Background: an optimization exercise with open tools, aiming at small area, a short achievable clock period and few clock cycles. Do not read the settings as production practice. Function was checked by simulation only, so behaviour that the tests miss may differ from the original. Power is estimated from default activity; no workload was simulated.

## before
==> flow/design.v (excerpt) <==
module DATAPATH(Product, done, clk, multiplicand, multiplier, start, rst);
output [31:0] Product;
output reg done;
input [16:0] multiplicand;
input [16:0] multiplier;
input clk, start, rst;
wire one1 = multiplier[0] ^ 1'b0;
wire two2 = (multiplier[1] & ~multiplier[0] & ~1'b0) | (~multiplier[1] & multiplier[0] & 1'b0);
wire pp3 = ((one1 & multiplicand[0])) ^ multiplier[1];
wire pp4 = ((one1 & multiplicand[1]) | (two2 & multiplicand[0])) ^ multiplier[1];
wire pp5 = ((one1 & multiplicand[2]) | (two2 & multiplicand[1])) ^ multiplier[1];
wire pp6 = ((one1 & multiplicand[3]) | (two2 & multiplicand[2])) ^ multiplier[1];
wire pp7 = ((one1 & multiplicand[4]) | (two2 & multiplicand[3])) ^ multiplier[1];
wire pp8 = ((one1 & multiplicand[5]) | (two2 & multiplicand[4])) ^ multiplier[1];
wire pp9 = ((one1 & multiplicand[6]) | (two2 & multiplicand[5])) ^ multiplier[1];
wire pp10 = ((one1 & multiplicand[7]) | (two2 & multiplicand[6])) ^ multiplier[1];
wire pp11 = ((one1 & multiplicand[8]) | (two2 & multiplicand[7])) ^ multiplier[1];
wire pp12 = ((one1 & multiplicand[9]) | (two2 & multiplicand[8])) ^ multiplier[1];
wire pp13 = ((one1 & multiplicand[10]) | (two2 & multiplicand[9])) ^ multiplier[1];
wire pp14 = ((one1 & multiplicand[11]) | (two2 & multiplicand[10])) ^ multiplier[1];
wire pp15 = ((one1 & multiplicand[12]) | (two2 & multiplicand[11])) ^ multiplier[1];
wire pp16 = ((one1 & multiplicand[13]) | (two2 & multiplicand[12])) ^ multiplier[1];
  ...
clock: 4.0 ns
lec_check: 0
abc_area: 1
cap_margin: 20
core_margin: 2
core_utilization: 40
cts_buf_list: sky130_fd_sc_hd__clkbuf_4 sky130_fd_sc_hd__clkbuf_8
cts_cluster_size: 30
place_density: 0.75
setup_slack_margin: -0.3
slew_margin: 20
synth_hierarchical: 1
synth_minimum_keep_size: 0
standard.sh (not shown) runs the stock make flow with config.mk's settings and CLKGATE_MAP_FILE= SYNTH_SCRIPT=/design/flow/synth_recipe.tcl, a recipe that flattens the netlist after the stock synthesis.
==> flow/flow/run.sh <==
#!/bin/bash
# Standard layout, with plain buffers (instead of delay buffers) on the ports.
set -euo pipefail
export BUFFER_PORTS_ARGS="-buffer_cell sky130_fd_sc_hd__buf_2"
bash standard.sh > standard.log 2>&1
Testbench counts of before, summed over its fixed seeds: cycles 2,400.
### before -> after
- setting GPL_ROUTABILITY_DRIVEN to 0 for the first time
- removing PLACE_DENSITY (formerly 0.75)
- removing SETUP_SLACK_MARGIN (formerly -0.3)
Notes after the runs:
after vs before, type of the worst setup path: reg2out vs in2reg. Comparing number of buffers and inverters on the critical path for after and before, the bigger number came from before. after: met1 routing resource usage after global routing is 1.9 points higher than what before reported. Comparing after and before, the lower per-cell routed wire length was measured on before. before -> after: area of the mapped netlist delta 0, exact match. Of after and before, the higher number of clock buffers in the layout belongs to before. Diff before -> after: actual slew at the worst max-slew pin now sits higher; diode insertion count for antenna repair shows a reduction of 1; critical path depth shows an increase of 7; internal power neither gained nor lost much. A origin of the worst setup path of multiplier[7] is what before shows, while acc_s[0] belongs to after.

* * *

DATAPATH again, from the RTL that the note above started with.
Design DATAPATH, start of the top module:
module DATAPATH(Product, done, clk, multiplicand, multiplier, start, rst);
Settings: LEC_CHECK=0, ABC_AREA=1, CAP_MARGIN=20, CORE_MARGIN=2, CORE_UTILIZATION=40, CTS_BUF_LIST=sky130_fd_sc_hd__clkbuf_4 sky130_fd_sc_hd__clkbuf_8, CTS_CLUSTER_SIZE=30, SLEW_MARGIN=20, SYNTH_HIERARCHICAL=1, SYNTH_MINIMUM_KEEP_SIZE=0; clock period 4.0 ns.
Scripts as last shown in full above: flow/flow/run.sh
Testbench counts at the start, summed over its fixed seeds: cycles 2,400.
Next try:
- CAP_MARGIN: 20 -> 0
- CORE_UTILIZATION: 40 -> 60
- CTS_BUF_LIST: sky130_fd_sc_hd__clkbuf_4 sky130_fd_sc_hd__clkbuf_8 -> default
- CTS_CLUSTER_SIZE: 30 -> default
- SLEW_MARGIN: 20 -> 0
The new run ran to the end with no violations.
Sequential cell count does not change.
Critical path depth is lower by 8.
Worst hold slack gets better by 0.028 ns.
Global-route usage is higher by 9.3 points.
Core utilization is higher by 22 points.
Setup slack gets worse by 0.13 ns.
Wire length barely changes.
Sequential share of layout area is higher by 0.18 points.
Cell area is lower by 0.87%.

* * *

## job 101
Starting RTL as in the previous note.
==> flow/design.v (excerpt) <==
module DATAPATH(Product, done, clk, multiplicand, multiplier, start, rst);
Settings: LEC_CHECK=0, ABC_AREA=1, CAP_MARGIN=20, CORE_MARGIN=2, CORE_UTILIZATION=30, CTS_BUF_LIST=sky130_fd_sc_hd__clkbuf_4 sky130_fd_sc_hd__clkbuf_8, CTS_CLUSTER_SIZE=30, SLEW_MARGIN=20, SYNTH_HIERARCHICAL=1, SYNTH_MINIMUM_KEEP_SIZE=0; clock period 4.0 ns.
Scripts as last shown in full above: flow/flow/run.sh
Job 101: full flow OK, the timing, design-rule and antenna checks passed
Testbench counts of job 101, summed over its fixed seeds: cycles 2,400.
Changes in job 102 relative to job 101:
- CORE_UTILIZATION: 30 -> 40
- PLACE_DENSITY: unset -> 0.75
==> results.txt <==
- Between job 102 and job 101, the internal power summed over all cells does not differ in any meaningful way.
- Going from job 101 to job 102, average via count per standard cell grew by more than 10%.
- Between job 101 and job 102, the first-pass GRT wire length is lower for job 102.
- Arrival time of the worst setup path for job 102: 20 ps down relative to job 101
- In the metrics for job 101 and job 102, the one carrying the higher setup slack is job 102.
- The layout-stage area growth over the synthesis result number comes out higher for job 101 vs job 102.
For job 103, these inputs were changed with respect to job 102:
- changing CORE_UTILIZATION from 40 to 60
- removing PLACE_DENSITY (formerly 0.75)
==> flow/run.sh (new file) <==
#!/bin/bash
# synth_recipe.tcl (not shown) runs the flow's synth.tcl, then flattens the netlist and writes it again
# the make line also repeats each setting of config.mk as NAME=value (left out here)
make -C /OpenROAD-flow-scripts/flow DESIGN_CONFIG=/design/flow/config.mk WORK_HOME=/design/flow/orfs CLKGATE_MAP_FILE= SYNTH_SCRIPT=/design/flow/synth_recipe.tcl finish
removed: flow/flow/run.sh
removed: flow/standard.sh
### Flow results
The via count normalized by instance count reported for job 103 is greater than that of job 102 by about 9%. On slack of the critical path, job 103 does worse than job 102. Job 103 ended up with acc_c[20]$_DFFE_PP_ as its end point of the critical path; job 102 ended up with acc_c[24]$_DFFE_PP_. On synthesis-to-layout area growth: job 103 sits above job 102. Against job 102 as the reference, job 103 delivers a higher via count. The length of routed met2 wiring of job 103 exceeds that of job 102 by 7.0%. Sort job 103 and job 102 by combined area of the multi-input logic cells desc -> top: job 103. Core outline area: job 103 better than job 102. Row final total power: job 103 higher / job 102 lower. Job 103 ends up with higher count of clock-buffer cells in the layout than job 102 does. Relative to job 102, maximum frequency decreased by 8.1% in job 103.
What job 104 does differently from job 103 at the input level:
- CORE_UTILIZATION: 60 -> 40
- PLACE_DENSITY: unset -> 0.7
==> flow/flow/run.sh (new file) <==
#!/bin/bash
# Standard layout, with plain buffers (instead of delay buffers) on the ports.
set -euo pipefail
export BUFFER_PORTS_ARGS="-buffer_cell sky130_fd_sc_hd__buf_2"
bash standard.sh > standard.log 2>&1
==> flow/standard.sh (new file) <==
#!/bin/bash
# synth_recipe.tcl (not shown) runs the flow's synth.tcl, then flattens the netlist and writes it again
# the make line also repeats each setting of config.mk as NAME=value (left out here)
make -C /OpenROAD-flow-scripts/flow DESIGN_CONFIG=/design/flow/config.mk WORK_HOME=/design/flow/orfs CLKGATE_MAP_FILE= SYNTH_SCRIPT=/design/flow/synth_recipe.tcl "${@:-finish}"
removed: flow/run.sh
### Flow results
Summary: with job 103 as the reference, detailed-route wire length per cell in job 104 moved down by more than 10%.
In the metrics for job 104 and job 103, the one carrying the higher final critical-path share of the clock period is job 103.
Re final area: job 104 is 750 sq um down on job 103.
[compare] base=job 103 new=job 104: share of total power in the clock network down 0.7 points; total power of the final layout has decreased; worst voltage drop across the vdd grid went up by 37%; met2 wire length went down about 4.3%.
Job 103 vs job 104, slowest library cell on the worst path: fa_1 vs edfxtp_1
Changes in job 105 relative to job 104:
- CTS_CLUSTER_SIZE no longer set, was 30
- CTS_BUF_LIST no longer set, was sky130_fd_sc_hd__clkbuf_4 sky130_fd_sc_hd__clkbuf_8
- CORE_UTILIZATION now 60, was 40
- PLACE_DENSITY no longer set, was 0.7
### Flow results
Comparing job 104 and job 105, the lower maximum frequency from static timing analysis is on job 105.
Job 105 vs job 104, kind of critical path: input port to flip-flop vs flip-flop to output port
Diff job 104 -> job 105: sum of met2 wire segment lengths after detailed routing lost 3.7%, floorplan row count lower, cell leakage power saw an increase, arrival time of data at the critical path endpoint went up 990 ps.
Between job 104 and job 105, the flow reports non-filler instance count after layout decreasing by a little under 10%.
Taking job 105 as 1.0, job 104 lands at 0.941 on cell-internal power.
The number of input and output port buffers inserted on job 105 is in line with that on job 104.
Global-route wire length before repair was lower in the run labelled job 104.
Count of fill cells added during filler insertion, job 105 vs job 104: down by more than a quarter
Job 105: flow completed, timing, DRC and antenna clean

* * *

## run A
DATAPATH again, from the RTL that the note above started with.
==> flow/config.mk <==
export PLATFORM = sky130hd
export DESIGN_NAME = DATAPATH
export DESIGN_NICKNAME = DATAPATH
export VERILOG_FILES = /design/flow/design.v
export SDC_FILE = /design/flow/constraint.sdc
export NUM_CORES = 4
export LEC_CHECK = 0
export ABC_AREA = 1
export CAP_MARGIN = 20
export CORE_MARGIN = 2
export CORE_UTILIZATION = 40
export CTS_BUF_LIST = sky130_fd_sc_hd__clkbuf_4 sky130_fd_sc_hd__clkbuf_8
export CTS_CLUSTER_SIZE = 30
export PLACE_DENSITY = 0.75
export SLEW_MARGIN = 20
export SYNTH_HIERARCHICAL = 1
export SYNTH_MINIMUM_KEEP_SIZE = 0
==> flow/constraint.sdc <==
create_clock -name core_clock -period 4.0 [get_ports {clk}]
set_input_delay 0.8000 -clock core_clock [delete_from_list [all_inputs] [get_ports {clk}]]
set_output_delay 0.8000 -clock core_clock [all_outputs]
set_load 0.01 [all_outputs]
==> flow/flow/run.sh <==
#!/bin/bash
# Standard layout, with plain buffers (instead of delay buffers) on the ports.
set -euo pipefail
export BUFFER_PORTS_ARGS="-buffer_cell sky130_fd_sc_hd__buf_4"
bash standard.sh > standard.log 2>&1
Testbench counts of run A, summed over its fixed seeds: cycles 2,400.
What run B does differently from run A at the input level:
- changing CORE_UTILIZATION from 40 to 50
- removing PLACE_DENSITY (formerly 0.75)
--- a/flow/flow/run.sh
+++ b/flow/flow/run.sh
@@ -4 +4 @@
-export BUFFER_PORTS_ARGS="-buffer_cell sky130_fd_sc_hd__buf_4"
+export BUFFER_PORTS_ARGS="-buffer_cell sky130_fd_sc_hd__buf_2"
- For the met2 usage in global routing, run B came in 8.4 points higher than run A did.
- Total of plain and repair buffers excluding clock buffers ended up 8.5% higher on run B than on run A.
- Final worst setup slack, run B and run A: larger value in run A
- Run B ended up with a higher starting utilization of the core area than run A did.
- Routed wire length in run B vs run A: up 890 um
Changes in run C relative to run B:
- PLACE_DENSITY now 0.75, previously not set
- CORE_UTILIZATION now 60, was 50
Every stage of the flow completed for run C, and the final layout passed the timing, design-rule and antenna checks.
Sort run B and run C by vertical extent of the die asc -> top: run C
Re data required time of the critical path: run B was lower than run C.
Compared with run B, run C shows largest voltage drop on the vdd net lower by 6.1%.
According to the power report, total power for run C is higher than for run B.
In run C the final routed wire length divided by cell count turned out about 8% higher than in run B.
[compare] base=run B new=run C: global-route wire length before repair +about 0.54%, peak clock frequency supported by timing went down 4.7 MHz.
Compared with run B, in run C register fraction of the total cell area level; overall routed net length moved up; total vias in the final route moved up; area overhead of the layout relative to synthesis moved up.

==> port drivers added, routing unchanged <==
In the flow no input, the clock included, has a driving cell. The finished layouts below were timed again as built, in two steps.
Step 1 assumes that a clkbuf_16 drives the clock port and a buf_2 every other input.
Step 2 adds t to the input delays and takes it off the output delays; t is the mean of the earliest and latest rising clock arrival at the registers after step 1. Input paths then give back, and output paths get back, about the clock's delay inside the block.
Three values: no drivers, after step 1, after step 2; two values: the first two.
run | t, ns | slack for setup (ns) | worst hold slack (ns) | worst register clock-pin slew, ns | pins driven straight from the clock port
before | 0.410 | 0.373 / 0.346 / -0.018 | 0.576 / 0.560 / 0.970 | 0.07 / 0.07 | 1
after | 0.405 | 0.346 / 0.307 / -0.003 | 0.579 / 0.566 / 0.971 | 0.07 / 0.07 | 1
the first run of note 2 | 0.405 | 0.346 / 0.307 / -0.003 | 0.579 / 0.566 / 0.971 | 0.07 / 0.07 | 1
the second run of note 2 | 0.381 | 0.219 / 0.243 / -0.138 | 0.607 / 0.587 / 0.968 | 0.06 / 0.06 | 1
job 101 | 0.408 | 0.359 / 0.338 / -0.036 | 0.575 / 0.567 / 0.975 | 0.08 / 0.08 | 1
job 102 | 0.410 | 0.373 / 0.346 / -0.018 | 0.576 / 0.560 / 0.970 | 0.07 / 0.07 | 1
job 103 | 0.398 | 0.055 / 0.069 / -0.329 | 0.942 / 0.923 / 1.321 | 0.07 / 0.07 | 1
job 104 | 0.407 | 0.326 / 0.291 / -0.050 | 0.569 / 0.558 / 0.965 | 0.08 / 0.08 | 1
job 105 | 0.381 | 0.219 / 0.243 / -0.138 | 0.607 / 0.587 / 0.968 | 0.06 / 0.06 | 1
run A | 0.402 | 0.357 / 0.372 / -0.030 | 0.581 / 0.568 / 0.970 | 0.07 / 0.07 | 1
run B | 0.398 | 0.331 / 0.292 / -0.013 | 0.586 / 0.571 / 0.968 | 0.08 / 0.08 | 1
run C | 0.406 | 0.267 / 0.253 / -0.127 | 0.569 / 0.553 / 0.959 | 0.08 / 0.08 | 1
Met with ideal ports but missed after step 2: setup timing in every run listed. For job 101, which loses most, drivers alone change the setup slack by -0.021 ns; drivers and shift together by -0.395 ns.
